Source: an optimization exercise on an open RTL-to-GDS flow (aim: small area, a short achievable clock period and few clock cycles). Production flows keep margins and buffers that such runs may drop.
The RTL was checked by simulation tests, not by an equivalence proof against the original design.
Power is estimated from default activity; no workload was simulated.

`constraint.sdc`:
```
create_clock -name core_clock -period 6.0 [get_ports {clk}]
set_input_delay 1.2000 -clock core_clock [delete_from_list [all_inputs] [get_ports {clk}]]
set_output_delay 1.2000 -clock core_clock [all_outputs]
set_load 0.01 [all_outputs]
```
`run.sh`:
```
#!/bin/bash
# synth_recipe.tcl (not shown) runs the flow's synth.tcl, then flattens the netlist and writes it again
# the make line also repeats each setting of config.mk as NAME=value (left out here)
make -C /OpenROAD-flow-scripts/flow DESIGN_CONFIG=/design/flow/config.mk WORK_HOME=/design/flow/orfs CLKGATE_MAP_FILE= SYNTH_SCRIPT=/design/flow/synth_recipe.tcl finish
```
`design.v`:
```
module spram (
    input clk,
    input en,
    input hold,
    input wire [31:0] din,
    output wire [31:0] dout
);
reg [31:0] w [0:7];
integer i;
always @(posedge clk) begin
    for (i = 0; i < 7; i = i + 1)
        w[i] <= ~((w[i] | {32{en}}) & (w[i+1] | {32{hold}}));
    w[7] <= ~((w[7] | {32{en}}) & (din | {32{hold}}));
end
assign dout = w[0];
endmodule
module mat_trans (
    input clk,
    input rstn,
    input in_req,
    input in_vld,
    input out_ack,
    input wire [31:0] in_data,
    output in_ack,
    output reg out_req,
    output reg out_vld,
    output reg [31:0] out_data
);
reg vq;
reg [31:0] dq;
reg in_ack_q;
reg fr_on;           
reg fr_in;           
reg fr_out;          
reg st_full;         
reg mode;
reg [5:0] c;         
reg c0_q, c63_q;     
reg [7:0] sel;       
reg o_on;            
reg [5:0] o_n;       
reg [7:0] osel;      
reg [7:0] lt;        
reg can_q;           
reg fl_q;            
reg [7:0] en_q;      
reg [7:0] hd_q;      
reg [3:0] par_i;
reg [3:0] par_o;
assign in_ack = in_ack_q;
wire in_grant  = in_req & in_ack_q;
wire out_grant = out_req & out_ack;
wire ld      = o_on & fr_on & fr_out & can_q;
wire ld_g    = out_grant & fr_on & fr_out & c0_q & !o_on;
wire step    = (vq & fr_in) | fl_q;
wire fr_last = step & c63_q;
wire open    = (fr_last | !fr_on) & (st_full | in_grant);
wire o_last  = (o_n == 6'd63);
wire [7:0] sel_inc  = (mode | (c[2:0] == 3'd7)) ? {sel[6:0], sel[7]} : sel;
wire [7:0] osel_inc = (mode | (o_n[2:0] == 3'd7)) ? {osel[6:0], osel[7]} : osel;
wire c62 = (c == 6'd62);
wire fr_on_n   = open | (fr_on & !fr_last);
wire fr_in_n   = open ? in_grant : (fr_in | in_grant);
wire fr_out_n  = open ? st_full : (fr_out & !(ld & o_last));
wire st_full_n = open ? in_grant : (st_full | in_grant);
wire mode_n    = mode ^ open;
wire [5:0] c_n = open ? 6'd0 : (step ? c + 6'd1 : c);
wire c0_n      = open | (c0_q & !step);
wire c63_n     = !open & (step ? c62 : c63_q);
wire [7:0] sel_n = open ? 8'd1 : (step ? sel_inc : sel);
wire pend_n    = in_grant | (out_req & !out_grant);
wire o_on_n    = out_grant | (o_on & !(ld & o_last));
wire [5:0] o_n_n = out_grant ? {5'd0, ld_g} : (ld ? o_n + 6'd1 : o_n);
wire [7:0] osel_n = open ? 8'd1 :
                    out_grant ? ((ld_g & mode) ? 8'd2 : 8'd1) :
                    ld ? osel_inc : osel;
wire on_low0_n = out_grant ? !ld_g : (ld ? (o_n[2:0] == 3'd7) : (o_n[2:0] == 3'd0));
wire [7:0] lt_n = (open | out_grant) ? {7'd0, ld_g} :
                  (ld & !step) ? {lt[6:0], 1'b1} :
                  (step & !ld) ? {1'b0, lt[7:1]} : lt;
wire can_n = mode_n ? !lt_n[7] : (!lt_n[0] | on_low0_n);
wire [7:0] lt_f = out_grant ? {7'd0, ld_g} :
                  (ld & !fl_q) ? {lt[6:0], 1'b1} :
                  (fl_q & !ld) ? {1'b0, lt[7:1]} : lt;
wire fl_n = fr_on & !fr_in & !in_grant & !(fl_q & c63_q) &
            (fl_q | (o_on_n & fr_out_n & (mode ? lt_f[7] : lt_f[0])));
always @(posedge clk or negedge rstn) begin
    if (!rstn) begin
        fr_on <= 1'b0; fr_in <= 1'b0; fr_out <= 1'b0; st_full <= 1'b0;
        mode <= 1'b0; c <= 6'd0; c0_q <= 1'b1; c63_q <= 1'b0; sel <= 8'd1;
        out_req <= 1'b0; in_ack_q <= 1'b0;
        o_on <= 1'b0; o_n <= 6'd0; osel <= 8'd1; lt <= 8'd0; can_q <= 1'b0;
        out_vld <= 1'b0; fl_q <= 1'b0; en_q <= 8'd0; hd_q <= 8'hff;
        par_i <= 4'd0; par_o <= 4'd0; vq <= 1'b0;
    end else begin
        fr_on <= fr_on_n; fr_in <= fr_in_n; fr_out <= fr_out_n;
        st_full <= st_full_n; mode <= mode_n; c <= c_n;
        c0_q <= c0_n; c63_q <= c63_n; sel <= sel_n;
        out_req <= pend_n;
        in_ack_q <= !pend_n & (!fr_on_n | (!fr_in_n & c0_n & !fl_n) |
                               (fr_in_n & c63_n & in_vld));
        o_on <= o_on_n; o_n <= o_n_n; osel <= osel_n; lt <= lt_n; can_q <= can_n;
        out_vld <= ld | ld_g;
        fl_q <= fl_n;
        vq <= in_vld;
        en_q <= sel_n & {8{(in_vld & fr_on_n & fr_in_n) | fl_n}};
        hd_q <= ~(sel_n & {8{(in_vld & fr_on_n & fr_in_n) | fl_n}});
        par_i <= ~par_i;
        par_o <= ~par_o;
    end
end
always @(posedge clk) dq <= in_data;
wire [31:0] head [0:7];
genvar k;
generate for (k = 0; k < 8; k = k + 1) begin : g_ch
    spram u_ch (.clk(clk), .en(en_q[k]), .hold(hd_q[k]), .din(dq ^ {{8{par_i[3]}}, {8{par_i[2]}}, {8{par_i[1]}}, {8{par_i[0]}}}), .dout(head[k]));
end endgenerate
reg [31:0] omux;
integer j;
always @(*) begin
    omux = 32'd0;
    for (j = 0; j < 8; j = j + 1) omux = omux | (head[j] & {32{osel[j]}});
end
always @(posedge clk) out_data <= omux ^ {{8{par_o[3]}}, {8{par_o[2]}}, {8{par_o[1]}}, {8{par_o[0]}}};
endmodule
```
`config.mk`:
```
export PLATFORM = sky130hd
export DESIGN_NAME = mat_trans
export DESIGN_NICKNAME = mat_trans
export VERILOG_FILES = /design/flow/design.v
export SDC_FILE = /design/flow/constraint.sdc
export NUM_CORES = 4
export LEC_CHECK = 0
export ABC_CLOCK_PERIOD_IN_PS = 2500
export CAP_MARGIN = 20
export CORE_MARGIN = 2
export CORE_UTILIZATION = 65
export CTS_CLUSTER_DIAMETER = 80
export CTS_CLUSTER_SIZE = 25
export PLACE_DENSITY = 0.75
export SETUP_SLACK_MARGIN = 3.5
export SLEW_MARGIN = 20
```
==> flow_summary.ini, run 1 <==
[run_status]
status = complete, no violations

[logic_synthesis]
synth.area.top_cells = dfxtp_1 68%, o22ai_1 21%, clkbuf_1 2.7%, dfrtp_1 2.6%, a22oi_1 1.6%
syn_area_um2 = 61800
async_flop_share_pct = 3.39
mappedNetlistNets = 5196
synthFlopType = dfxtp_1
ys_seq_area_share_pct = 71.5
ys_types = 53
synth_largest_area_cell = dfxtp_1
ys_warn_count = 3
synth_cells = 5153
syn_area_per_cell_um2 = 12.0
ys_ff_latch = 2186
synth_edf_count = 0
synth_top_area_share_pct = 68.4

[worst_setup_path]
r2r-end = out_data[3]$_DFF_P_
endpoint = out_data[5]
start_kind = register
cp_slowest_cell = dfxtp_4
crit_family = flip-flops
cp_max_fo = 1
cp-startpoint = out_data[5]$_DFF_P_
reg2reg_depth = 4
rrSetupSlack_ns = 3.58
crit_chain = clkdlybuf4s15_1
cp.depth = 1
crit_buf_inv = 1
arrival_ns = 1.38
cp.required_ns = 4.80
critPathMaxStageDelay_ns = 0.42
end_kind = primary output
r2r-start = osel[5]$_DFFE_PN0P_
critical_path_class = reg2out

[drt]
drtIter0Drc = 2678
vias = 39700
drt-total-wl_um = 125000
wl_per_cell_um = 20.2
drt.antenna.violating_nets = 0
drc = 0
first_pass_iters = 7
drt-vias-per-instance = 6.44

[cells_and_area]
area_growth_pct = 5.98
nets = 4921
nFillCells = 6936
drive_above_1_share_pct = 5.19

[hold_path]
min_path_type = reg2reg
hold_depth = 1

[die]
coreArea_um2 = 94600
start_util_pct = 65.3
io_pins = 72
row_count = 113
die_y_um = 312
die_w_um = 312
dieArea_um2 = 97500

[sta]
worst_slack_ns = 3.42
finalCritPeriodShare_pct = 43.0
slew_violations = 0
rsz0062_at_grt = true
period_needed_ns = 2.58
max_clock_freq_mhz = 388
relSlewSlack_pct = 23.2
setup_viol = 0
whs_ns = 0.429
hold_viol = 0
tns_ns = 0
skew_ns = 0.0267
worstMarginPinSlew_ns = 1.15

[pwr]
power_mw = 46.3
p_leak_nw = 23.9
vdd_ir_drop_max_uv = 511
power_density_nw_per_um2 = 707

[clocking]
ctsHoldBuffers = 0
ctsLongestPathBuffers = 3
clock_latency_ns = 0.70
cts_tree = done
cts-htree-levels = 3
cts_buffers = 97
clkTransAtPathRegs_ns = 0.09
clock-sinks = 2186
cts_root_buf = clkbuf_16

[global_route]
track_usage_pct = 24.9
overflow = 0
grt_pass1_vias = 36100
grt_pass1_wl_um = 197000
antenna_found_initial = 4
grt_max_degree = 257

[placement]
place_congestion = 0.820
hpwl_um = 69000
pre_cts_slack_ns = 2.58
port_buffers = 71

[run]
drv_cap = 0
metal layers:
| metal | track usage, % | vias to the layer above | share of wire (%) |
|---|---|---|---|
| li1 | - | 19400 | - |
| met1 | 37.3 | 19300 | 49 |
| met2 | 38.6 | 905 | 44 |
| met3 | 3.00 | 161 | 5.3 |
| met4 | 6.33 | 0 | 1.8 |
| met5 | 0 | - | 0 |
cell type report:
class / count / area, µm² / share of cell area, %
antenna: 3 / 7.51 / 0.0115
clock buffer: 111 / 2520 / 3.85
clock inverter: 8 / 90.1 / 0.138
inverter: 19 / 71.3 / 0.109
multi-input combinational: 2455 / 15800 / 24.1
sequential: 2186 / 44200 / 67.6
tap: 1265 / 1580 / 2.42
timing repair buffer: 119 / 1200 / 1.83
registers in the layout, summed over array words and instances (netlist names), 4 cells and up:
register / count
out_data: 32
dq: 32
en_q: 8
par_i: 4
o_n: 6
hd_q: 8
par_o: 4
g_ch.u_ch.w: 2048
c: 6
osel: 8
lt: 8
sel: 8
where the power goes:
group	total (mW)	switching, mW	leakage (nW)	internal [mW]
logic	11.6	5.82	3.96	5.76
registers	27.5	4.83	18.7	22.7
clock network	7.19	4.18	1.27	3.01
total	46.3	14.8	23.9	31.4
kinds of logic (layout without fill, tap and decap cells):
logic type | count (synthesis) | count (layout) | synth area share (%)
flip-flops | 2186 | 2186 | 71.5
AND/OR/NAND/NOR | 137 | 137 | 1.18
AO/OA/AOI/OAI | 2230 | 2230 | 22.9
buffers and inverters | 512 | 257 | 3.14
multiplexers | 11 | 11 | 0.188
adder cells (fa/ha/maj) | 6 | 6 | 0.122
XOR/XNOR | 71 | 71 | 1.01
other | 0 | 3 | 0
synth_stat cells, drive strengths merged, types with 2 or more instances:
| library cell | count |
|---|---|
| and3 | 9 |
| and4 | 3 |
| mux2i | 9 |
| a222oi | 6 |
| o22ai | 2050 |
| xnor2 | 34 |
| nor4 | 2 |
| inv | 19 |
| nand3 | 11 |
| or3 | 3 |
| o2111ai | 2 |
| o21ai | 11 |
| dfstp | 11 |
| dfrtp | 63 |
| nor2 | 28 |
| ha | 6 |
| a32oi | 3 |
| a22oi | 130 |
| a21oi | 17 |
| a21o | 2 |
| xor2 | 37 |
| a21boi | 2 |
| nor2b | 2 |
| buf | 47 |
| nand2 | 35 |
| nand4 | 38 |
| mux2 | 2 |
| a211oi | 2 |
| clkbuf | 446 |
| dfxtp | 2112 |
layout by cell type (no fill, tap or decap), types with 3 or more instances in the layout:
master and n:
xnor2_1 34, dfxtp_1 2104, and3_2 7, clkdlybuf4s15_1 3
ha_1 6, dfrtp_4 10, buf_2 17, dfrtp_2 5
inv_1 15, xor2_2 5, buf_4 31, buf_12 13
mux2i_1 9, clkbuf_2 5, nand3_1 11, dfrtp_1 48
a22oi_1 130, a21oi_1 15, dfxtp_2 3, clkbuf_16 99
nor2_1 27, clkbuf_1 12, diode_2 3, o21ai_0 9
clkdlybuf4s15_2 10, nand2_1 35, a222oi_1 6, o22ai_1 2050
buf_16 3, dfxtp_4 5, clkdlybuf4s50_1 35, dfstp_4 9
xor2_1 32, nand4_1 37, inv_2 4
how the worst min path moves through the flow:
stage | endpoint | start | slack [ns]
6_report | g_ch[4].u_ch.w[0][0]$_DFF_P_ | g_ch[4].u_ch.w[1][0]$_DFF_P_ | 0.43
5_1_grt | g_ch[0].u_ch.w[0][0]$_DFF_P_ | g_ch[0].u_ch.w[1][0]$_DFF_P_ | 0.44
4_1_cts | g_ch[6].u_ch.w[6][8]$_DFF_P_ | g_ch[6].u_ch.w[7][8]$_DFF_P_ | 0.44
3_5_place_dp | g_ch[7].u_ch.w[1][27]$_DFF_P_ | g_ch[7].u_ch.w[2][27]$_DFF_P_ | 0.43
3_3_place_gp | g_ch[3].u_ch.w[0][30]$_DFF_P_ | g_ch[3].u_ch.w[1][30]$_DFF_P_ | 0.42
2_1_floorplan | g_ch[0].u_ch.w[0][30]$_DFF_P_ | g_ch[0].u_ch.w[1][30]$_DFF_P_ | 0.41
metrics by stage:
| step | util (%) | area, µm² | cells |
|---|---|---|---|
| 2_1_floorplan | - | 61800 | 5153 |
| 3_3_place_gp | 66.3 | 62800 | 6038 |
| 3_5_place_dp | 66.4 | 62800 | 6038 |
| 4_1_cts | 69.1 | 65400 | 6160 |
| 5_1_grt | 69.2 | 65500 | 6163 |
| 6_report | 69.2 | 65500 | 6166 |
timing repair:
item | in CTS | in global routing
buffers inserted | 3 | 1
pin swaps | 1 | 0
resized for setup | 125 | 15
setup endpoints to repair | 54 | 119
Testbench counts, summed over its fixed seeds: cycles 21,800.
==> inputs of run 2 (changes only) <==
==> config.mk (replaced) <==
export PLATFORM = sky130hd
export DESIGN_NAME = mat_trans
export DESIGN_NICKNAME = mat_trans
export VERILOG_FILES = /design/flow/design.v
export SDC_FILE = /design/flow/constraint.sdc
export NUM_CORES = 4
export LEC_CHECK = 0
export ABC_CLOCK_PERIOD_IN_PS = 1500
export CAP_MARGIN = 20
export CORE_MARGIN = 2
export CORE_UTILIZATION = 72
export CTS_CLUSTER_DIAMETER = 80
export CTS_CLUSTER_SIZE = 30
export PLACE_DENSITY = 0.82
export SETUP_SLACK_MARGIN = 4.0
export SLEW_MARGIN = 20
==> run 2 against run 1 <==
Against the previous run: critical endpoint is now out_data[3]; cell count decreased by 1.4%; combinational power increased by 14%; flip-flop and latch count unchanged; design area increased by 1.1%; sequential power about the same.
==> flow_summary.ini, run 2 <==
[pwr]
p_seq_share_pct = 57.9
p_int_mw = 31.5
p_sw_mw = 15.9
p_sw_share_pct = 33.6
p_clk_share_pct = 14.3
p_leak_nw = 24.3
comb_power_share_pct = 27.8
vdd_ir_drop_max_uv = 467
power_density_nw_per_um2 = 717

[clocking]
ctsHoldBuffers = 0
clock-sinks = 2186
cts_buffers = 83
cts-htree-levels = 3
clkTransAtPathRegs_ns = 0.11
clock_latency_ns = 0.69
cts_root_buf = clkbuf_16
ctsLongestPathBuffers = 3
cts_tree = done

[global_route]
grt_pass1_wl_um = 219000
grt_pass1_vias = 39000
antenna_found_initial = 2
track_usage_pct = 30.7
grt_max_degree = 225
overflow = 0

[worst_setup_path]
cp_slowest_cell = dfxtp_4
arrival_ns = 1.27
crit_chain = buf_6
cp_max_fo = 1
crit_buf_inv = 1
start_kind = register
end_kind = primary output
cp.required_ns = 4.80
critical_path_class = reg2out
critPathMaxStageDelay_ns = 0.45
crit_family = flip-flops

[drt]
drc = 0
wl_per_cell_um = 23.9
drt-vias-per-instance = 6.93
drtIter0Drc = 4113
first_pass_iters = 7
vias = 42100
drt-total-wl_um = 145000
drt.antenna.violating_nets = 0

[logic_synthesis]
ys_types = 53
syn_area_um2 = 61800
synth.area.top_cells = dfxtp_1 68%, o22ai_1 21%, clkbuf_1 2.7%, dfrtp_1 2.6%, a22oi_1 1.6%
ys_warn_count = 3
synth_edf_count = 0
synth_cells = 5153
syn_area_per_cell_um2 = 12.0
yosysMostFrequentCell = dfxtp_1
synth_largest_area_cell = dfxtp_1
synthFlopType = dfxtp_1
async_flop_share_pct = 3.39
synth_top_area_share_pct = 68.4
ys_ff_latch = 2186
mappedNetlistNets = 5196
synth_common_cells = 2112 x dfxtp_1, 2050 x o22ai_1, 446 x clkbuf_1
ys_seq_area_share_pct = 71.5

[die]
row_count = 107
die_w_um = 297
start_util_pct = 72.6
die_y_um = 297
io_pins = 72
coreArea_um2 = 85100
dieArea_um2 = 88200

[cells_and_area]
reg_top3 = g_ch.u_ch.w x2048, dq x32, out_data x32
stdcell_area_um2 = 66200
top_register = g_ch.u_ch.w
final_cell_mix = 2090 x dfxtp_1, 2050 x o22ai_1, 130 x a22oi_1, 90 x clkbuf_16, 53 x buf_4
nets = 4958
drive_above_1_share_pct = 6.77
final_common_cell = dfxtp_1
largest_register_ffs = 2048
area_growth_pct = 7.14

[sta]
tns_ns = 0
skew_ns = 0.0396
max_clock_freq_mhz = 404
hold_viol = 0
relSlewSlack_pct = 25.0
worstMarginPinSlew_ns = 1.12
setup_viol = 0
period_needed_ns = 2.47
rsz0062_at_grt = true
finalCritPeriodShare_pct = 41.2
slew_violations = 0

[placement]
place_congestion = 0.779
place_area_um2 = 62700
hpwl_um = 70200
port_buffers = 71

[run]
drv_cap = 0

[run_status]
status = complete, no violations

[hold_path]
min_path_type = reg2reg
[run 2: layout make-up]
cell class	instances	area, µm²
Antenna cell	1	2.50
Clock buffer	97	2190
Clock inverter	7	97.6
Fill cell	5258	19000
Inverter	19	71.3
Multi-Input combinational cell	2455	16000
Sequential cell	2186	44300
Tap cell	1144	1430
Timing Repair Buffer	170	2130
[run 2: what timing repair did]
| action | 4_1_cts | 5_1_grt |
|---|---|---|
| pin swaps | 6 | 7 |
| gates cloned | 6 | 4 |
| setup endpoints to repair | 1457 | 686 |
| buffers inserted | 31 | 20 |
| resized for setup | 232 | 36 |
[run 2: power groups by stage]
stage               logic (mW)  registers [mW]  clock network (mW)
floorplan                 9.72            25.9                   0
global placement          10.8            27.5                   0
detailed placement        11.5            27.9                   0
CTS                       12.5            27.4                6.82
global route              14.2            28.3                7.33
finish                    13.2            27.5                6.80
[run 2: per-stage QoR]
stage	hold WS [ns]	util (%)	total power, mW	std cells	setup slack (ns)
6_report	0.426	77.7	47.4	6079	3.53
5_1_grt	0.442	77.7	49.9	6078	3.52
2_1_floorplan	0.412	-	35.6	5153	3.66
4_1_cts	0.429	77.2	46.7	6054	3.53
3_5_place_dp	0.427	73.6	39.4	5913	2.77
3_3_place_gp	0.418	73.6	38.3	5913	2.79
[run 2: kinds of logic (layout without fill, tap and decap cells)]
| logic type | Yosys count | count (layout) | synth area share [%] |
|---|---|---|---|
| xor gates and xnor gates | 71 | 71 | 1.01 |
| AOI/OAI and AO/OA | 2230 | 2230 | 22.9 |
| muxes | 11 | 11 | 0.188 |
| and+or+nand+nor | 137 | 137 | 1.18 |
| DFF | 2186 | 2186 | 71.5 |
| buffers and inverters | 512 | 293 | 3.14 |
| other | 0 | 1 | 0 |
| adders and majority gates | 6 | 6 | 0.122 |
[run 2: per-layer routing]
| metal | routed length, µm | global-route usage (%) | up-vias | share of wire, % |
|---|---|---|---|---|
| li1 | - | - | 19400 | - |
| met1 | 63200 | 44.9 | 20700 | 44 |
| met2 | 66300 | 48.3 | 1720 | 46 |
| met3 | 11700 | 4.13 | 279 | 8.1 |
| met4 | 4080 | 9.19 | 0 | 2.8 |
| met5 | 0 | 0 | - | 0 |
[run 2: worst paths after layout]
check,startpoint,end,slack (ns),depth (start not counted)
max reg2reg,osel[4]$_DFFE_PN0P_,out_data[6]$_DFF_P_,3.94,4
min in group asynchronous,rstn,st_full$_DFF_PN0_,0.56,1
max in group asynchronous,rstn,osel[7]$_DFFE_PN0P_,4.85,1
max,out_data[3]$_DFF_P_,out_data[3],3.53,1
min reg2reg,g_ch[4].u_ch.w[1][30]$_DFF_P_,g_ch[4].u_ch.w[0][30]$_DFF_P_,0.43,1
min,g_ch[4].u_ch.w[1][30]$_DFF_P_,g_ch[4].u_ch.w[0][30]$_DFF_P_,0.43,1
==> inputs of run 3 (changes only) <==
==> config.mk (replaced) <==
export PLATFORM = sky130hd
export DESIGN_NAME = mat_trans
export DESIGN_NICKNAME = mat_trans
export VERILOG_FILES = /design/flow/design.v
export SDC_FILE = /design/flow/constraint.sdc
export NUM_CORES = 4
export LEC_CHECK = 0
export ABC_CLOCK_PERIOD_IN_PS = 2000
export CAP_MARGIN = 20
export CORE_MARGIN = 2
export CORE_UTILIZATION = 68
export CTS_CLUSTER_DIAMETER = 70
export CTS_CLUSTER_SIZE = 36
export PLACE_DENSITY = 0.8
export SETUP_SLACK_MARGIN = 3.8
export SLEW_MARGIN = 20
==> run 3 against run 2 <==
Against the previous run: worst hold slack improved by 0.0079 ns; non-clock buffer count down 51; register-to-register slack worse by 0.16 ns; synthesized cell count is the same; die area increased by 5.8%; clock power is 2% higher; clock-buffer cell count is 9 lower; sequential power about the same; largest cell class unchanged.
==> flow_summary.ini, run 3 <==
[run_status]
status = complete, no violations

[logic_synthesis]
async_flop_share_pct = 3.39
ys_warn_count = 3
synth_cells = 5153
mappedNetlistNets = 5196
syn_area_per_cell_um2 = 12.0
synth_edf_count = 0
synth_common_cells = 2112 x dfxtp_1, 2050 x o22ai_1, 446 x clkbuf_1
yosysMostFrequentCell = dfxtp_1
ys_ff_latch = 2186
synth_largest_area_cell = dfxtp_1
ys_types = 53
syn_area_um2 = 61800
synth.area.top_cells = dfxtp_1 68%, o22ai_1 21%, clkbuf_1 2.7%, dfrtp_1 2.6%, a22oi_1 1.6%
synth_top_area_share_pct = 68.4
synthFlopType = dfxtp_1
ys_seq_area_share_pct = 71.5

[clocking]
clock_latency_ns = 0.69
ctsHoldBuffers = 0
cts_buffers = 77
cts_tree = done
cts-htree-levels = 3
clock-sinks = 2186
ctsLongestPathBuffers = 3
cts_root_buf = clkbuf_16
clkTransAtPathRegs_ns = 0.12

[sta]
slew_violations = 0
max_clock_freq_mhz = 411
tns_ns = 0
period_needed_ns = 2.43
rsz0062_at_grt = true
worstMarginPinSlew_ns = 1.16
relSlewSlack_pct = 22.3
hold_viol = 0
whs_ns = 0.433
setup_viol = 0
skew_ns = 0.0321
finalCritPeriodShare_pct = 40.6

[worst_setup_path]
crit_buf_inv = 1
critical_path_class = reg2out
critPathMaxStageDelay_ns = 0.43
arrival_ns = 1.23
cp_max_fo = 2
cp_slowest_cell = dfrtp_2
end_kind = primary output
cp.required_ns = 4.80
crit_chain = buf_6
crit_family = flip-flops
start_kind = register

[drt]
vias = 40700
drt-total-wl_um = 133000
wl_per_cell_um = 22.0
drc = 0
first_pass_iters = 7
drt-vias-per-instance = 6.71
drtIter0Drc = 3579
drt.antenna.violating_nets = 0

[cells_and_area]
seqCellArea_um2 = 44300
nets = 4901
nFillCells = 6076
largest_register_ffs = 2048
multiInputGateArea_um2 = 15800
reg_top3 = g_ch.u_ch.w x2048, dq x32, out_data x32
final_cell_mix = 2087 x dfxtp_1, 2050 x o22ai_1, 130 x a22oi_1, 84 x clkbuf_16, 45 x dfrtp_1
area_growth_pct = 6.11
top_register = g_ch.u_ch.w
drive_above_1_share_pct = 5.90
stdcell_area_um2 = 65600
final_common_cell = dfxtp_1

[pwr]
power_density_nw_per_um2 = 712
p_clk_share_pct = 14.8
p_sw_share_pct = 33.2
p_seq_share_pct = 59.2
comb_power_share_pct = 25.9
p_leak_nw = 24.0
p_sw_mw = 15.5
vdd_ir_drop_max_uv = 534
p_int_mw = 31.2

[die]
row_count = 110
dieArea_um2 = 93300
coreArea_um2 = 90000
io_pins = 72
start_util_pct = 68.6
die_w_um = 305
die_y_um = 305

[global_route]
antenna_found_initial = 5
grt_pass1_vias = 37300
grt_pass1_wl_um = 203000
grt_max_degree = 257
overflow = 0
track_usage_pct = 26.7

[placement]
port_buffers = 71
place_congestion = 0.796
hpwl_um = 67100
place_area_um2 = 62600

[run]
drv_cap = 0

[hold_path]
min_path_type = reg2reg
==> run 3: cell types whose count changed in the layout (fill, tap and decap cells not counted), sizes merged <==
cell | before | now
buf | 127 | 79
clkinvlp | 0 | 1
inv | 22 | 39
clkbuf | 102 | 93
clkinv | 4 | 8
bufbuf | 5 | 0
dlygate4sd2 | 0 | 2
==> run 3: repair_timing <==
item	4_1_cts	5_1_grt
gates resized for setup	212	27
endpoints found under the setup margin	308	1068
buffers inserted	6	4
gates cloned	0	5
pin swaps	2	1
==> run 3: logic make-up after synthesis <==
logic type,after synthesis,synth area share [%]
xor gates and xnor gates,71,1.01
AOI/OAI and AO/OA,2230,22.9
muxes,11,0.188
adders and majority gates,6,0.122
DFF,2186,71.5
buffers and inverters,512,3.14
and+or+nand+nor,137,1.18
==> run 3: stage by stage <==
step	setup slack, ns	power [mW]	util [%]	std cells
after floorplan	3.66	35.6	-	5153
after global placement	2.65	38.2	69.6	5939
after detailed placement	2.62	39.3	69.6	5939
after CTS	3.53	46.2	72.4	6062
after global routing	3.54	49.3	72.8	6072
final	3.57	46.6	72.8	6073
==> run 3: final cells by class <==
type | count | area share, %
clock inverters | 29 | 0.534
clock buffers | 88 | 3.13
multi-input cells | 2455 | 24.2
repair buffers | 119 | 2.29
flip-flops and latches | 2186 | 67.5
diodes | 1 | 0.00382
inverters | 19 | 0.109
well taps | 1176 | 2.24
==> run 3: metal layers <==
metal	routed length (µm)	global-route usage (%)	vias up	part of all wire (%)
met1	62200	39.5	19900	47
met2	58800	42.0	1241	44
li1	-	-	19400	-
met4	2490	6.59	0	1.9
met5	0	0	-	0
met3	9840	3.36	163	7.4
==> run 3: final timing paths <==
kind	start	endpoint	slack, ns	cells after the start
setup reg to reg	osel[4]$_DFFE_PN0P_	out_data[1]$_DFF_P_	3.78	4
hold / removal	g_ch[4].u_ch.w[5][2]$_DFF_P_	g_ch[4].u_ch.w[4][2]$_DFF_P_	0.43	1
max in group asynchronous	rstn	en_q[1]$_DFF_PN0_	4.83	1
setup / recovery	out_req$_DFF_PN0_	out_req	3.57	1
min in group asynchronous	rstn	par_o[2]$_DFF_PN0_	0.54	1
hold reg to reg	g_ch[4].u_ch.w[5][2]$_DFF_P_	g_ch[4].u_ch.w[4][2]$_DFF_P_	0.43	1
==> run 3: power groups by stage <==
stage	registers, mW	logic (mW)	clock network (mW)
6_report	27.6	12.1	6.93
5_1_grt	28.6	13.2	7.49
4_1_cts	27.6	11.6	6.99
3_5_place_dp	27.9	11.4	0
3_3_place_gp	27.5	10.7	0
2_1_floorplan	25.9	9.72	0
==> inputs of run 4 (changes only) <==
--- a/config.mk
+++ b/config.mk
@@ -11,4 +11,4 @@
 export CORE_UTILIZATION = 68
-export CTS_CLUSTER_DIAMETER = 70
-export CTS_CLUSTER_SIZE = 36
+export CTS_CLUSTER_DIAMETER = 80
+export CTS_CLUSTER_SIZE = 30
 export PLACE_DENSITY = 0.8
==> run 4 against run 3 <==
Against the previous run: die area unchanged; cell count decreased by 0.23%; flip-flop and latch count unchanged; clock skew decreased by 0.0020 ns; critical path depth unchanged; highest routed layer unchanged.
==> flow_summary.ini, run 4 <==
[logic_synthesis]
ys_warn_count = 3
synth_cells = 5153
synth_edf_count = 0
ys_types = 53
async_flop_share_pct = 3.39
synth_largest_area_cell = dfxtp_1
mappedNetlistNets = 5196
synth.area.top_cells = dfxtp_1 68%, o22ai_1 21%, clkbuf_1 2.7%, dfrtp_1 2.6%, a22oi_1 1.6%
syn_area_per_cell_um2 = 12.0
syn_area_um2 = 61800
synthFlopType = dfxtp_1
synth_top_area_share_pct = 68.4
ys_seq_area_share_pct = 71.5
ys_ff_latch = 2186
synth_common_cells = 2112 x dfxtp_1, 2050 x o22ai_1, 446 x clkbuf_1
yosysMostFrequentCell = dfxtp_1

[worst_setup_path]
crit_buf_inv = 1
arrival_ns = 1.22
crit_family = flip-flops
cp_slowest_cell = dfrtp_2
critical_path_class = reg2out
rrSetupSlack_ns = 3.80
cp.required_ns = 4.80
reg2reg_depth = 3
critPathMaxStageDelay_ns = 0.43
end_kind = primary output
start_kind = register
crit_chain = buf_6
r2r-end = out_data[6]$_DFF_P_
cp_max_fo = 2
r2r-start = osel[0]$_DFFE_PN1P_

[placement]
hpwl_um = 67100
placed_cells_incl_taps = 5939
place_area_um2 = 62600
place_congestion = 0.796
port_buffers = 71

[clocking]
cts-htree-levels = 3
clkTransAtPathRegs_ns = 0.11
cts_tree = done
clock-sinks = 2186
cts_buffers = 83
cts_root_buf = clkbuf_16
clock_latency_ns = 0.68
ctsLongestPathBuffers = 3
ctsHoldBuffers = 0

[global_route]
antenna_found_initial = 5
grt_max_degree = 257
grt_pass1_vias = 37200
track_usage_pct = 26.5
grt_pass1_wl_um = 202000
overflow = 0

[drt]
first_pass_iters = 5
wl_per_cell_um = 21.8
drtIter0Drc = 3444
drc = 0
vias = 40700
drt.antenna.violating_nets = 0
drt-total-wl_um = 132000
drt-vias-per-instance = 6.71

[die]
row_count = 110
coreArea_um2 = 90000
io_pins = 72
start_util_pct = 68.6
die_y_um = 305
die_w_um = 305
dieArea_um2 = 93300

[sta]
period_needed_ns = 2.42
tns_ns = 0
setup_viol = 0
max_clock_freq_mhz = 414
rsz0062_at_grt = true
relSlewSlack_pct = 23.6
worstMarginPinSlew_ns = 1.14
slew_violations = 0
hold_viol = 0
skew_ns = 0.0301
finalCritPeriodShare_pct = 40.3
whs_ns = 0.431

[hold_path]
hold_end = g_ch[4].u_ch.w[2][26]$_DFF_P_
hold_depth = 1
hold_start = g_ch[4].u_ch.w[3][26]$_DFF_P_
min_path_type = reg2reg

[cells_and_area]
stdcell_area_um2 = 65400
area_growth_pct = 5.89
top_register = g_ch.u_ch.w
nets = 4907
instances_no_fill = 6059
drive_above_1_share_pct = 5.51
final_cell_mix = 2087 x dfxtp_1, 2050 x o22ai_1, 130 x a22oi_1, 91 x clkbuf_16, 45 x dfrtp_1
final_common_cell = dfxtp_1
largest_register_ffs = 2048
reg_top3 = g_ch.u_ch.w x2048, dq x32, out_data x32

[pwr]
vdd_ir_drop_max_uv = 475
power_density_nw_per_um2 = 710
p_leak_nw = 23.9

[run]
drv_cap = 0

[run_status]
status = complete, no violations
[run 4: cell count changes in the layout (fill, tap and decap cells not counted), moves of 2 or more]
cell,delta
inv_6,-8
clkbuf_16,+7
clkbuf_1,+6
inv_12,-5
clkbuf_8,-4
clkinv_8,-4
inv_16,-2
inv_8,-2
[run 4: cell type report]
type                    count  area [µm²]
diodes                      1        2.50
flip-flops and latches   2186       44300
clock inverters             5        50.0
fillers                  6119       24600
clock buffers              98        2220
repair buffers            119        1500
inverters                  19        71.3
multi-input cells        2455       15800
well taps                1176        1470
[run 4: how the worst max path moves through the flow]
stage,startpoint,endpoint,slack (ns),cells after the start
after floorplan,out_ack,en_q[4]$_DFF_PN0_,3.66,7
after global placement,in_req,en_q[1]$_DFF_PN0_,2.65,5
after detailed placement,in_req,en_q[2]$_DFF_PN0_,2.62,5
after CTS,out_req$_DFF_PN0_,out_req,3.54,1
after global routing,out_req$_DFF_PN0_,out_req,3.54,1
final,out_req$_DFF_PN0_,out_req,3.58,1
[run 4: timing repair]
action / 4_1_cts / 5_1_grt
cloned: 0 / 4
pin swaps: 2 / 1
setup buffers: 6 / 5
setup endpoints to repair: 289 / 1099
resized for setup: 214 / 24
[run 4: stage by stage]
| stage | utilization, % | setup WS, ns | power (mW) |
|---|---|---|---|
| floorplan | - | 3.66 | 35.6 |
| finish | 72.7 | 3.58 | 46.5 |
| detailed placement | 69.6 | 2.62 | 39.3 |
| global route | 72.7 | 3.54 | 49.1 |
| global placement | 69.6 | 2.65 | 38.2 |
| CTS | 72.3 | 3.54 | 46.0 |
[run 4: kinds of logic after synthesis]
| logic type | Yosys count | synth area share, % |
|---|---|---|
| AO/OA/AOI/OAI | 2230 | 22.9 |
| flip-flops | 2186 | 71.5 |
| buffers and inverters | 512 | 3.14 |
| AND/OR/NAND/NOR | 137 | 1.18 |
| XOR/XNOR | 71 | 1.01 |
| multiplexers | 11 | 0.188 |
| adder cells (fa/ha/maj) | 6 | 0.122 |
[run 4: power breakdown]
| group | leakage [nW] | internal (mW) | switching (mW) |
|---|---|---|---|
| Sequential | 18.7 | 22.7 | 4.95 |
| Clock | 1.11 | 2.66 | 4.11 |
| Combinational | 4.12 | 5.93 | 6.16 |
| Total | 23.9 | 31.3 | 15.2 |
[run 4: metal layers]
| layer | vias to the layer above | GRT usage [%] | part of all wire (%) |
|---|---|---|---|
| met2 | 1135 | 41.8 | 45 |
| li1 | 19400 | - | - |
| met3 | 188 | 3.02 | 6.3 |
| met5 | - | 0 | 0 |
| met1 | 19900 | 39.5 | 47 |
| met4 | 0 | 6.37 | 2.1 |
==> inputs of run 5 (changes only) <==
--- a/config.mk
+++ b/config.mk
@@ -8,3 +8,3 @@
 export ABC_CLOCK_PERIOD_IN_PS = 2000
-export CAP_MARGIN = 20
+export CAP_MARGIN = 5
 export CORE_MARGIN = 2
@@ -15,2 +15,2 @@
 export SETUP_SLACK_MARGIN = 3.8
-export SLEW_MARGIN = 20
+export SLEW_MARGIN = 5
==> run 5 against run 4 <==
Against the previous run: clock skew fell by 0.0030 ns; setup slack hardly changed; worst hold slack worse by 0.0049 ns; critical path depth unchanged; critical path type unchanged; largest power group unchanged.
==> flow_summary.ini, run 5 <==
[logic_synthesis]
synth_cells = 5153
mappedNetlistNets = 5196
ys_ff_latch = 2186
synth_top_area_share_pct = 68.4
synth_edf_count = 0
ys_warn_count = 3
synth.area.top_cells = dfxtp_1 68%, o22ai_1 21%, clkbuf_1 2.7%, dfrtp_1 2.6%, a22oi_1 1.6%
ys_seq_area_share_pct = 71.5
yosysMostFrequentCell = dfxtp_1
ys_types = 53
syn_area_per_cell_um2 = 12.0
syn_area_um2 = 61800
synthFlopType = dfxtp_1
async_flop_share_pct = 3.39
synth_largest_area_cell = dfxtp_1
synth_common_cells = 2112 x dfxtp_1, 2050 x o22ai_1, 446 x clkbuf_1

[cells_and_area]
top_register = g_ch.u_ch.w
seqCellArea_um2 = 44300
drive_above_1_share_pct = 5.47
final_common_cell = dfxtp_1
instances_no_fill = 6057
multiInputGateArea_um2 = 15800
nets = 4906
reg_top3 = g_ch.u_ch.w x2048, dq x32, out_data x32
final_cell_mix = 2087 x dfxtp_1, 2050 x o22ai_1, 130 x a22oi_1, 91 x clkbuf_16, 45 x dfrtp_1
diodes = 0
nFillCells = 6127
area_growth_pct = 5.82
largest_register_ffs = 2048

[drt]
drtIter0Drc = 3283
drt.antenna.violating_nets = 0
vias = 40600
drt-vias-per-instance = 6.70
first_pass_iters = 8
wl_per_cell_um = 21.8
drt-total-wl_um = 132000
drc = 0

[hold_path]
min_path_type = reg2reg
hold_depth = 1
hold_start = g_ch[4].u_ch.w[7][30]$_DFF_P_
hold_end = g_ch[4].u_ch.w[6][30]$_DFF_P_

[sta]
max_clock_freq_mhz = 414
setup_viol = 0
slew_violations = 0
relSlewSlack_pct = 18.0
worstMarginPinSlew_ns = 1.23
finalCritPeriodShare_pct = 40.3
rsz0062_at_grt = true
period_needed_ns = 2.42
hold_viol = 0
tns_ns = 0
skew_ns = 0.0270

[placement]
placed_cells_incl_taps = 5939
port_buffers = 71
place_congestion = 0.796
hpwl_um = 67100

[die]
die_w_um = 305
start_util_pct = 68.6
row_count = 110
die_y_um = 305
coreArea_um2 = 90000
io_pins = 72
dieArea_um2 = 93300

[worst_setup_path]
crit_chain = buf_6
cp_slowest_cell = dfrtp_2
r2r-end = out_data[1]$_DFF_P_
arrival_ns = 1.22
cp.required_ns = 4.80
end_kind = primary output
start_kind = register
rrSetupSlack_ns = 3.78
critical_path_class = reg2out
crit_family = flip-flops
crit_buf_inv = 1
r2r-start = osel[4]$_DFFE_PN0P_
reg2reg_depth = 4
critPathMaxStageDelay_ns = 0.43
cp_max_fo = 2

[clocking]
ctsHoldBuffers = 0
cts-htree-levels = 3
clkTransAtPathRegs_ns = 0.12
cts_buffers = 83
clock_latency_ns = 0.68
ctsLongestPathBuffers = 3
cts_tree = done
cts_root_buf = clkbuf_16
clock-sinks = 2186

[global_route]
overflow = 0
grt_pass1_wl_um = 202000
grt_max_degree = 257
antenna_found_initial = 5
track_usage_pct = 26.5
grt_pass1_vias = 37200

[run]
drv_cap = 0

[run_status]
status = complete, no violations

[pwr]
power_density_nw_per_um2 = 710
p_leak_nw = 23.9
vdd_ir_drop_max_uv = 534
==> run 5: cell counts after synthesis <==
No cell type changed its count.
==> run 5: through the flow <==
step | hold slack, ns | utilization [%] | cell area [µm²] | total power, mW | setup WS [ns]
2_1_floorplan | 0.412 | - | 61800 | 35.6 | 3.66
3_3_place_gp | 0.420 | 69.6 | 62600 | 38.2 | 2.65
3_5_place_dp | 0.430 | 69.6 | 62600 | 39.3 | 2.62
4_1_cts | 0.429 | 72.3 | 65100 | 46.0 | 3.54
5_1_grt | 0.447 | 72.6 | 65400 | 49.1 | 3.54
6_report | 0.426 | 72.6 | 65400 | 46.4 | 3.58
==> run 5: cells by family (layout without fill, tap and decap cells) <==
kind of cell / after synthesis / count (layout) / synth area share (%)
flops: 2186 / 2186 / 71.5
buf+inv: 512 / 240 / 3.14
simple gates: 137 / 137 / 1.18
compound gates: 2230 / 2230 / 22.9
mux: 11 / 11 / 0.188
xor+xnor: 71 / 71 / 1.01
fa+ha+maj: 6 / 6 / 0.122
==> run 5: where the power goes <==
| group | total (mW) | leakage, nW | internal, mW | switching [mW] |
|---|---|---|---|---|
| Combinational | 12.1 | 4.10 | 5.91 | 6.16 |
| Sequential | 27.6 | 18.7 | 22.7 | 4.94 |
| Clock | 6.77 | 1.11 | 2.66 | 4.10 |
| Total | 46.4 | 23.9 | 31.2 | 15.2 |
==> run 5: how the worst max path moves through the flow <==
stage                            startpoint                end  slack [ns]  cells past startpoint
final                     out_req$_DFF_PN0_            out_req        3.58                      1
after floorplan                     out_ack  en_q[4]$_DFF_PN0_        3.66                      7
after global placement               in_req  en_q[1]$_DFF_PN0_        2.65                      5
after detailed placement             in_req  en_q[2]$_DFF_PN0_        2.62                      5
after CTS                 out_req$_DFF_PN0_            out_req        3.54                      1
after global routing      out_req$_DFF_PN0_            out_req        3.54                      1
==> run 5: layout make-up <==
cell class / instances / area share [%]
Inverter: 19 / 0.109
Sequential cell: 2186 / 67.7
Timing Repair Buffer: 118 / 2.24
Clock inverter: 5 / 0.0765
Clock buffer: 98 / 3.39
Multi-Input combinational cell: 2455 / 24.2
Tap cell: 1176 / 2.25
==> run 5: layer usage <==
layer	global-route usage [%]	part of all wire, %
met5	0	0
met4	6.37	2.2
met3	3.02	6.7
met2	41.8	44
met1	39.5	47
==> run 5: what timing repair did <==
| item | in CTS | in global routing |
|---|---|---|
| buffers inserted | 6 | 5 |
| setup endpoints to repair | 289 | 1123 |
| pin swaps | 2 | 1 |
| cloned | 0 | 4 |
| gates resized for setup | 214 | 24 |
==> inputs of run 6 (changes only) <==
--- a/design.v
+++ b/design.v
@@ -70,3 +70,4 @@
 wire [7:0] sel_n = open ? 8'd1 : (step ? sel_inc : sel);
-wire pend_n    = in_grant | (out_req & !out_grant);
+wire in_last   = in_vld & fr_in & c63_n;
+wire pend_n    = in_last | (out_req & !out_grant);
 wire o_on_n    = out_grant | (o_on & !(ld & o_last));
@@ -99,4 +100,3 @@
         out_req <= pend_n;
-        in_ack_q <= !pend_n & (!fr_on_n | (!fr_in_n & c0_n & !fl_n) |
-                               (fr_in_n & c63_n & in_vld));
+        in_ack_q <= !pend_n & (!fr_on_n | (!fr_in_n & c0_n & !fl_n));
         o_on <= o_on_n; o_n <= o_n_n; osel <= osel_n; lt <= lt_n; can_q <= can_n;
==> run 6 against run 5 <==
Against the previous run: largest cell class unchanged; sequential share of layout area about the same; still clean; clock skew decreased by 0.0066 ns; largest power group unchanged; critical path depth unchanged.
==> flow_summary.ini, run 6 <==
[run_status]
status = complete, no violations

[pwr]
vdd_ir_drop_max_uv = 453
power_mw = 48.5
p_sw_share_pct = 33.8
power_density_nw_per_um2 = 742
p_int_mw = 32.1
p_seq_share_pct = 57.6
p_leak_nw = 24.0
p_sw_mw = 16.4
comb_power_share_pct = 28.5
p_clk_share_pct = 13.9

[clocking]
cts_tree = done
clkTransAtPathRegs_ns = 0.10
ctsLongestPathBuffers = 3
clock_latency_ns = 0.67
cts_root_buf = clkbuf_16
cts-htree-levels = 3
cts_buffers = 83
clock-sinks = 2186

[worst_setup_path]
rrSetupSlack_ns = 3.86
cp.depth = 1
crit_family = flip-flops
cp_slowest_cell = dfxtp_4
reg2reg_depth = 6
crit_chain = buf_6
crit_buf_inv = 1
cp.required_ns = 4.80
endpoint = out_data[1]
r2r-start = fr_out$_DFF_PN0_
arrival_ns = 1.22
start_kind = register
r2r-end = en_q[2]$_DFF_PN0_
end_kind = primary output
cp_max_fo = 1
critPathMaxStageDelay_ns = 0.42
critical_path_class = reg2out
cp-startpoint = out_data[1]$_DFF_P_

[global_route]
grt_pass1_wl_um = 198000
track_usage_pct = 26.1
grt_pass1_vias = 36900
antenna_found_initial = 1
overflow = 0
grt_max_degree = 257

[drt]
wl_per_cell_um = 21.1
drt-total-wl_um = 128000
drt-vias-per-instance = 6.62
drc = 0
vias = 40200
drtIter0Drc = 3251
drt.antenna.violating_nets = 0
first_pass_iters = 6

[cells_and_area]
largest_register_ffs = 2048
final_cell_mix = 2088 x dfxtp_1, 2049 x o22ai_1, 130 x a22oi_1, 85 x clkbuf_16, 47 x dfrtp_1
reg_top3 = g_ch.u_ch.w x2048, dq x32, out_data x32
final_common_cell = dfxtp_1
diodes = 0
top_register = g_ch.u_ch.w
drive_above_1_share_pct = 5.73
stdcell_area_um2 = 65400
area_growth_pct = 5.94
multiInputGateArea_um2 = 15800
nets = 4927
fin_util_pct = 72.7
nFillCells = 6206
seqCellArea_um2 = 44300

[logic_synthesis]
syn_area_um2 = 61700
synth_top_area_share_pct = 68.5
ys_types = 49
synth_edf_count = 0
synth_cells = 5150
synth.area.top_cells = dfxtp_1 68%, o22ai_1 21%, clkbuf_1 2.7%, dfrtp_1 2.6%, a22oi_1 1.6%
synthFlopType = dfxtp_1
mappedNetlistNets = 5193
ys_seq_area_share_pct = 71.5
syn_area_per_cell_um2 = 12.0
yosysMostFrequentCell = dfxtp_1
async_flop_share_pct = 3.39
synth_largest_area_cell = dfxtp_1
ys_ff_latch = 2186
ys_warn_count = 3
synth_common_cells = 2112 x dfxtp_1, 2049 x o22ai_1, 452 x clkbuf_1

[die]
coreArea_um2 = 90000
row_count = 110
die_y_um = 305
dieArea_um2 = 93200
start_util_pct = 68.6
die_w_um = 305
io_pins = 72

[sta]
tns_ns = 0
max_clock_freq_mhz = 413
period_needed_ns = 2.42
slew_violations = 0
relSlewSlack_pct = 10.4
skew_ns = 0.0205
finalCritPeriodShare_pct = 40.4
setup_viol = 0
worstMarginPinSlew_ns = 1.34
rsz0062_at_grt = true
hold_viol = 0

[placement]
hpwl_um = 71000
port_buffers = 71
place_area_um2 = 62600
place_congestion = 0.757

[run]
drv_cap = 0

[hold_path]
min_path_type = reg2reg
[run 6: cell types whose count changed after synthesis, sizes merged, moves of 4 or more]
cell / before / now
nor3: 1 / 11
o21ai: 11 / 7
buf: 47 / 42
nand3: 11 / 4
clkbuf: 446 / 452
nand2b: 0 / 11
and3: 9 / 0
[run 6: worst min-delay path by stage]
stage | from | end | slack, ns | depth (start not counted)
3_3_place_gp | g_ch[1].u_ch.w[1][30]$_DFF_P_ | g_ch[1].u_ch.w[0][30]$_DFF_P_ | 0.42 | 1
6_report | g_ch[3].u_ch.w[3][19]$_DFF_P_ | g_ch[3].u_ch.w[2][19]$_DFF_P_ | 0.43 | 1
2_1_floorplan | g_ch[0].u_ch.w[1][30]$_DFF_P_ | g_ch[0].u_ch.w[0][30]$_DFF_P_ | 0.41 | 1
3_5_place_dp | g_ch[0].u_ch.w[1][30]$_DFF_P_ | g_ch[0].u_ch.w[0][30]$_DFF_P_ | 0.43 | 1
5_1_grt | g_ch[2].u_ch.w[6][22]$_DFF_P_ | g_ch[2].u_ch.w[5][22]$_DFF_P_ | 0.44 | 1
4_1_cts | g_ch[7].u_ch.w[2][27]$_DFF_P_ | g_ch[7].u_ch.w[1][27]$_DFF_P_ | 0.44 | 1
[run 6: per-stage QoR]
step                std cells  setup WS (ns)  hold slack, ns
floorplan                5150           3.59           0.412
global placement         5952           2.55           0.417
detailed placement       5952           2.53           0.425
CTS                      6066           3.56           0.436
global route             6079           3.55           0.441
finish                   6079           3.58           0.431
[run 6: area by class of cell]
| class | instances | share of cell area (%) |
|---|---|---|
| Sequential cell | 2186 | 67.7 |
| Multi-Input combinational cell | 2453 | 24.1 |
| Clock buffer | 96 | 3.32 |
| Timing Repair Buffer | 143 | 2.39 |
| Tap cell | 1176 | 2.25 |
| Clock inverter | 8 | 0.130 |
| Inverter | 17 | 0.0976 |
[run 6: kinds of logic (layout without fill, tap and decap cells)]
group                    Yosys count  after routing  share of synthesized area (%)
XOR/XNOR                          71             71                           1.01
buffers and inverters            511            264                           3.13
flip-flops                      2186           2186                           71.5
multiplexers                       9              9                          0.150
AND/OR/NAND/NOR                  140            140                           1.18
adder cells (fa/ha/maj)            6              6                          0.122
AO/OA/AOI/OAI                   2227           2227                           22.9
[run 6: routing by layer]
metal,vias up,track usage (%),part of all wire [%],routed length (µm)
met3,195,3.72,6.4,8210
met1,19600,38.6,47,59900
met5,-,0,0,0
met4,0,7.33,2.2,2800
met2,1089,40.2,45,57500
li1,19400,-,-,-
[run 6: repair_timing]
item / in CTS / in global routing
gates resized for setup: 206 / 36
hold buffers: 0 / 0
cloned: 1 / 0
endpoints found under the setup margin: 718 / 1019
pin swaps: 2 / 0
setup buffers: 9 / 13
[run 6: power groups by stage]
stage	registers [mW]	logic, mW	clock network [mW]
global route	28.9	15.1	7.34
CTS	28.1	13.2	6.83
floorplan	26.0	11.2	0
finish	28.0	13.8	6.75
detailed placement	28.4	12.9	0
global placement	28.0	12.1	0
Testbench counts of run 6, summed over its fixed seeds: cycles 21,960.
==> inputs of run 7 (changes only) <==
--- a/config.mk
+++ b/config.mk
@@ -8,3 +8,3 @@
 export ABC_CLOCK_PERIOD_IN_PS = 2000
-export CAP_MARGIN = 5
+export CAP_MARGIN = 20
 export CORE_MARGIN = 2
@@ -15,2 +15,2 @@
 export SETUP_SLACK_MARGIN = 3.8
-export SLEW_MARGIN = 5
+export SLEW_MARGIN = 20
==> run 7 against run 6 <==
Against the previous run: core utilization about the same; clock power about the same; synthesized area stayed put; critical path type unchanged; clock skew rose by 0.0036 ns; sequential share of layout area barely moved; largest cell class unchanged; cell count barely moved; die area unchanged.
==> flow_summary.ini, run 7 <==
[cells_and_area]
reg_top3 = g_ch.u_ch.w x2048, dq x32, out_data x32
area_growth_pct = 6.01
nets = 4928
final_common_cell = dfxtp_1
final_cell_mix = 2088 x dfxtp_1, 2049 x o22ai_1, 130 x a22oi_1, 84 x clkbuf_16, 47 x dfrtp_1
diodes = 0
top_register = g_ch.u_ch.w
drive_above_1_share_pct = 5.75
largest_register_ffs = 2048

[sta]
max_clock_freq_mhz = 412
worstMarginPinSlew_ns = 1.20
setup_viol = 0
period_needed_ns = 2.43
finalCritPeriodShare_pct = 40.5
rsz0062_at_grt = true
hold_viol = 0
slew_violations = 0
relSlewSlack_pct = 20.0
tns_ns = 0
skew_ns = 0.0240
worst_slack_ns = 3.57

[clocking]
clkTransAtPathRegs_ns = 0.11
cts_tree = done
ctsHoldBuffers = 0
cts_root_buf = clkbuf_16
clock-sinks = 2186
cts_buffers = 83
clock_latency_ns = 0.68
ctsLongestPathBuffers = 3
cts-htree-levels = 3

[worst_setup_path]
crit_chain = buf_2
crit_family = flip-flops
cp_max_fo = 2
end_kind = primary output
critical_path_class = reg2out
critPathMaxStageDelay_ns = 0.41
start_kind = register
cp.required_ns = 4.80
cp_slowest_cell = dfrtp_1
crit_buf_inv = 1
arrival_ns = 1.23

[drt]
drt-vias-per-instance = 6.66
wl_met1_um = 60300
drtIter0Drc = 3257
vias = 40500
drt.antenna.violating_nets = 0
drt-total-wl_um = 128000
topRoutingLayerUsed = met4
route.met2.wl_um = 57900
met3_length_um = 7550
wl_per_cell_um = 21.1
drc = 0
first_pass_iters = 5

[die]
dieArea_um2 = 93200
die_y_um = 305
die_w_um = 305
row_count = 110
start_util_pct = 68.6
io_pins = 72
coreArea_um2 = 90000

[logic_synthesis]
synth_adder_area_share_pct = 0.122
synth_edf_count = 0
syn_area_per_cell_um2 = 12.0
synth_simple_gate_area_share_pct = 1.18
synthFlopType = dfxtp_1
ys_types = 49
synth_cells = 5150
ys_seq_area_share_pct = 71.5
synth_top_family_by_area = compound AO/OA/AOI/OAI gates
synth_top_area_share_pct = 68.5
async_flop_share_pct = 3.39
synth_largest_area_cell = dfxtp_1
synth-compound-area-share_pct = 22.9
synth_xor_xnor_area_share_pct = 1.01
ys_warn_count = 3
mappedNetlistNets = 5193
ys_ff_latch = 2186
yosysMostFrequentCell = dfxtp_1
synthMuxAreaShare_pct = 0.150
syn_area_um2 = 61700
synth.area.top_cells = dfxtp_1 68%, o22ai_1 21%, clkbuf_1 2.7%, dfrtp_1 2.6%, a22oi_1 1.6%
synth_common_cells = 2112 x dfxtp_1, 2049 x o22ai_1, 452 x clkbuf_1

[global_route]
antenna_found_initial = 1
track_usage_pct = 26.2
grt_pass1_wl_um = 200000
grt_max_degree = 257
grt_pass1_vias = 37100
overflow = 0

[pwr]
p_leak_nw = 24.0
power_density_nw_per_um2 = 741
vdd_ir_drop_max_uv = 445

[hold_path]
min_path_type = reg2reg

[placement]
hpwl_um = 71000
place_congestion = 0.757
pre_cts_slack_ns = 2.55
port_buffers = 71

[run_status]
status = complete, no violations

[run]
drv_cap = 0
## run 7: cell counts after synthesis
Identical to the previous run, type by type.
## run 7: layer usage
layer / global-route usage [%] / vias up
met5: 0 / -
met3: 3.22 / 163
met1: 38.8 / 20000
met4: 5.96 / 0
li1: - / 19400
met2: 41.4 / 1026
## run 7: repair_timing
item / CTS / global route
pin swaps: 2 / 0
gates resized for setup: 209 / 36
setup buffers: 8 / 14
endpoints found under the setup margin: 756 / 1071
cloned: 1 / 0
## run 7: kinds of logic (layout without fill, tap and decap cells)
logic type,Yosys count,count (layout)
AO/OA/AOI/OAI,2227,2227
adder cells (fa/ha/maj),6,6
AND/OR/NAND/NOR,140,140
XOR/XNOR,71,71
buffers and inverters,511,266
multiplexers,9,9
flip-flops,2186,2186
## run 7: per-stage QoR
stage	util [%]	cells	power (mW)	hold slack (ns)	cell area, µm²
finish	72.7	6081	48.5	0.429	65400
global route	72.7	6081	51.3	0.444	65400
CTS	72.3	6066	48.1	0.432	65100
detailed placement	69.6	5952	41.3	0.424	62600
global placement	69.6	5952	40.1	0.417	62600
floorplan	-	5150	37.3	0.412	61800
## run 7: final timing paths
check                                               from                            end  slack (ns)  depth (start not counted)
min in group asynchronous                           rstn             par_o[3]$_DFF_PN0_        0.53                          1
min                        g_ch[5].u_ch.w[6][12]$_DFF_P_  g_ch[5].u_ch.w[5][12]$_DFF_P_        0.43                          1
max in group asynchronous                           rstn              en_q[6]$_DFF_PN0_        4.82                          1
min reg2reg                g_ch[5].u_ch.w[6][12]$_DFF_P_  g_ch[5].u_ch.w[5][12]$_DFF_P_        0.43                          1
max                                   in_ack_q$_DFF_PN0_                         in_ack        3.57                          1
max reg2reg                          osel[7]$_DFFE_PN0P_           out_data[15]$_DFF_P_        3.81                          4
## run 7: layout make-up
cell class                      count  area (µm²)
Clock buffer                       96        2150
Clock inverter                      9         101
Fill cell                        6228       24600
Inverter                           17        63.8
Multi-Input combinational cell   2453       15800
Sequential cell                  2186       44300
Tap cell                         1176        1470
Timing Repair Buffer              144        1610
## run 7: report_power, final
part | internal, mW | total [mW] | switching [mW]
sequential | 22.9 | 28.0 | 5.11
clock | 2.60 | 6.72 | 4.12
combinational | 6.60 | 13.8 | 7.20
==> inputs of run 8 (changes only) <==
--- a/config.mk
+++ b/config.mk
@@ -10,3 +10,3 @@
 export CORE_MARGIN = 2
-export CORE_UTILIZATION = 68
+export CORE_UTILIZATION = 70
 export CTS_CLUSTER_DIAMETER = 80
==> run 8 against run 7 <==
Against the previous run: sequential power barely moved; highest routed layer unchanged; setup slack improved by 0.037 ns; wire length rose by 3.0%; critical path type unchanged.
==> flow_summary.ini, run 8 <==
[global_route]
antenna_found_initial = 2
grt_pass1_wl_um = 200000
overflow = 0
grt_max_degree = 217
track_usage_pct = 27.5
grt_pass1_vias = 37000

[die]
row_count = 108
die_y_um = 301
coreArea_um2 = 87000
die_w_um = 301
start_util_pct = 70.9
dieArea_um2 = 90600
io_pins = 72

[worst_setup_path]
cp.depth = 1
reg2reg_depth = 4
end_kind = primary output
cp_max_fo = 1
r2r-end = out_data[6]$_DFF_P_
start_kind = register
crit_family = flip-flops
endpoint = out_vld
rrSetupSlack_ns = 3.72
cp_slowest_cell = dfrtp_1
cp.required_ns = 4.80
cp-startpoint = out_vld$_DFF_PN0_
critPathMaxStageDelay_ns = 0.40
r2r-start = osel[4]$_DFFE_PN0P_
arrival_ns = 1.19
critical_path_class = reg2out
crit_buf_inv = 1
crit_chain = buf_6

[sta]
setup_viol = 0
worstMarginPinSlew_ns = 1.26
hold_viol = 0
period_needed_ns = 2.39
rsz0062_at_grt = true
skew_ns = 0.0278
finalCritPeriodShare_pct = 39.8
slew_violations = 0
relSlewSlack_pct = 16.0
max_clock_freq_mhz = 418
worst_slack_ns = 3.61
tns_ns = 0

[logic_synthesis]
ys_types = 49
syn_area_um2 = 61700
synthFlopType = dfxtp_1
synth_edf_count = 0
synth_cells = 5150
syn_area_per_cell_um2 = 12.0
synth_largest_area_cell = dfxtp_1
synth_simple_gate_area_share_pct = 1.18
synth_top_family_by_area = compound AO/OA/AOI/OAI gates
synth_adder_area_share_pct = 0.122
synth_common_cells = 2112 x dfxtp_1, 2049 x o22ai_1, 452 x clkbuf_1
ys_ff_latch = 2186
synth-compound-area-share_pct = 22.9
synth_xor_xnor_area_share_pct = 1.01
async_flop_share_pct = 3.39
mappedNetlistNets = 5193
synth.area.top_cells = dfxtp_1 68%, o22ai_1 21%, clkbuf_1 2.7%, dfrtp_1 2.6%, a22oi_1 1.6%
synthMuxAreaShare_pct = 0.150
ys_warn_count = 3
yosysMostFrequentCell = dfxtp_1
synth_top_area_share_pct = 68.5
ys_seq_area_share_pct = 71.5

[cells_and_area]
drive_above_1_share_pct = 5.70
diodes = 0
nets = 4920
final_common_cell = dfxtp_1
fin_util_pct = 75.2
reg_top3 = g_ch.u_ch.w x2048, dq x32, out_data x32
area_growth_pct = 5.94
instances_no_fill = 6048
top_register = g_ch.u_ch.w
stdcell_area_um2 = 65400
largest_register_ffs = 2048
final_cell_mix = 2088 x dfxtp_1, 2049 x o22ai_1, 130 x a22oi_1, 89 x clkbuf_16, 45 x dfrtp_1

[clocking]
clock_latency_ns = 0.68
cts_tree = done
clock-sinks = 2186
cts-htree-levels = 3
ctsHoldBuffers = 0
cts_root_buf = clkbuf_16
clkTransAtPathRegs_ns = 0.11
cts_buffers = 83
ctsLongestPathBuffers = 3

[pwr]
power_density_nw_per_um2 = 745
p_leak_nw = 24.0
vdd_ir_drop_max_uv = 691

[drt]
wl_per_cell_um = 21.8
drt.antenna.violating_nets = 0
drt-total-wl_um = 132000
vias = 40600
drtIter0Drc = 3114
drc = 0
first_pass_iters = 5
drt-vias-per-instance = 6.71

[placement]
placed_cells_incl_taps = 5917
place_congestion = 0.792
pre_cts_slack_ns = 2.53
hpwl_um = 69200
port_buffers = 71
place_area_um2 = 62600

[hold_path]
min_path_type = reg2reg
hold_start = g_ch[3].u_ch.w[3][3]$_DFF_P_

[run_status]
status = complete, no violations

[run]
drv_cap = 0
## run 8: changes by cell type in the layout (fill, tap and decap cells not counted), sizes merged
| cell | previous run | this run |
|---|---|---|
| clkbuf | 96 | 98 |
| dlygate4sd2 | 1 | 0 |
| clkdlybuf4s15 | 0 | 1 |
| inv | 24 | 22 |
| buf | 109 | 97 |
## run 8: worst min path at each step
| stage | endpoint | depth (start not counted) |
|---|---|---|
| 4_1_cts | g_ch[5].u_ch.w[6][5]$_DFF_P_ | 1 |
| 3_5_place_dp | g_ch[1].u_ch.w[0][30]$_DFF_P_ | 1 |
| 2_1_floorplan | g_ch[0].u_ch.w[0][30]$_DFF_P_ | 1 |
| 3_3_place_gp | g_ch[4].u_ch.w[0][30]$_DFF_P_ | 1 |
| 6_report | g_ch[3].u_ch.w[2][3]$_DFF_P_ | 1 |
| 5_1_grt | g_ch[7].u_ch.w[4][21]$_DFF_P_ | 1 |
## run 8: where the power goes
part	internal (mW)	switching [mW]	total, mW
registers	22.8	5.12	28.0
logic	6.61	7.44	14.1
clock network	2.61	4.08	6.68
## run 8: final cells by class
| class | count | area [µm²] |
|---|---|---|
| Fill cell | 5801 | 21600 |
| Sequential cell | 2186 | 44300 |
| Clock inverter | 7 | 62.6 |
| Inverter | 17 | 63.8 |
| Tap cell | 1155 | 1450 |
| Clock buffer | 94 | 2160 |
| Multi-Input combinational cell | 2453 | 15800 |
| Timing Repair Buffer | 136 | 1590 |
## run 8: logic make-up after synthesis
logic type	after synthesis
multiplexers	9
buffers and inverters	511
adder cells (fa/ha/maj)	6
XOR/XNOR	71
AND/OR/NAND/NOR	140
AO/OA/AOI/OAI	2227
flip-flops	2186
## run 8: metrics by stage
stage	power (mW)	hold WS, ns
after floorplan	37.3	0.412
final	48.7	0.439
after detailed placement	41.5	0.429
after CTS	48.1	0.441
after global routing	51.5	0.450
after global placement	40.3	0.417
## run 8: repair_timing
action,4_1_cts,5_1_grt
cloned,1,4
gates resized for setup,206,28
pin swaps,2,5
setup endpoints to repair,280,1098
hold endpoints to repair,0,0
setup buffers,9,16
## run 8: layer usage
metal,part of all wire (%),track usage [%]
met5,0,0
met4,2.7,7.90
met3,6.4,4.73
met2,44,42.7
met1,47,39.8

## port drivers added, routing unchanged
The flow's constraints put no driver on any port. The routed layouts listed below were extracted and timed again, unchanged, in two steps. Step 1, drivers: a clkbuf_16 drives clk and a buf_2 each remaining input, both assumed. Step 2 adds t to the input delays and takes it off the output delays; t is the mean of the earliest and latest rising clock arrival at the registers after step 1. Input paths then give back, and output paths get back, about the clock's delay inside the block. Three values: ideal ports, drivers, drivers and shift; two values: the first two.
run | shift t [ns] | setup WS [ns] | cell pins on the clock port's net
run 1 | 0.763 | 3.422 / 3.352 / 2.801 | 1
run 2 | 0.740 | 3.525 / 3.453 / 3.351 | 1
run 3 | 0.745 | 3.565 / 3.496 / 3.176 | 1
run 4 | 0.736 | 3.583 / 3.514 / 3.181 | 1
run 5 | 0.737 | 3.584 / 3.514 / 3.179 | 1
run 6 | 0.732 | 3.577 / 3.507 / 3.175 | 1
run 7 | 0.738 | 3.572 / 3.502 / 3.184 | 1
run 8 | 0.722 | 3.609 / 3.546 / 3.092 | 1
After both steps setup and hold are still met in every run listed. For run 1, which loses most, drivers alone change the setup slack by -0.070 ns; drivers and shift together by -0.621 ns.
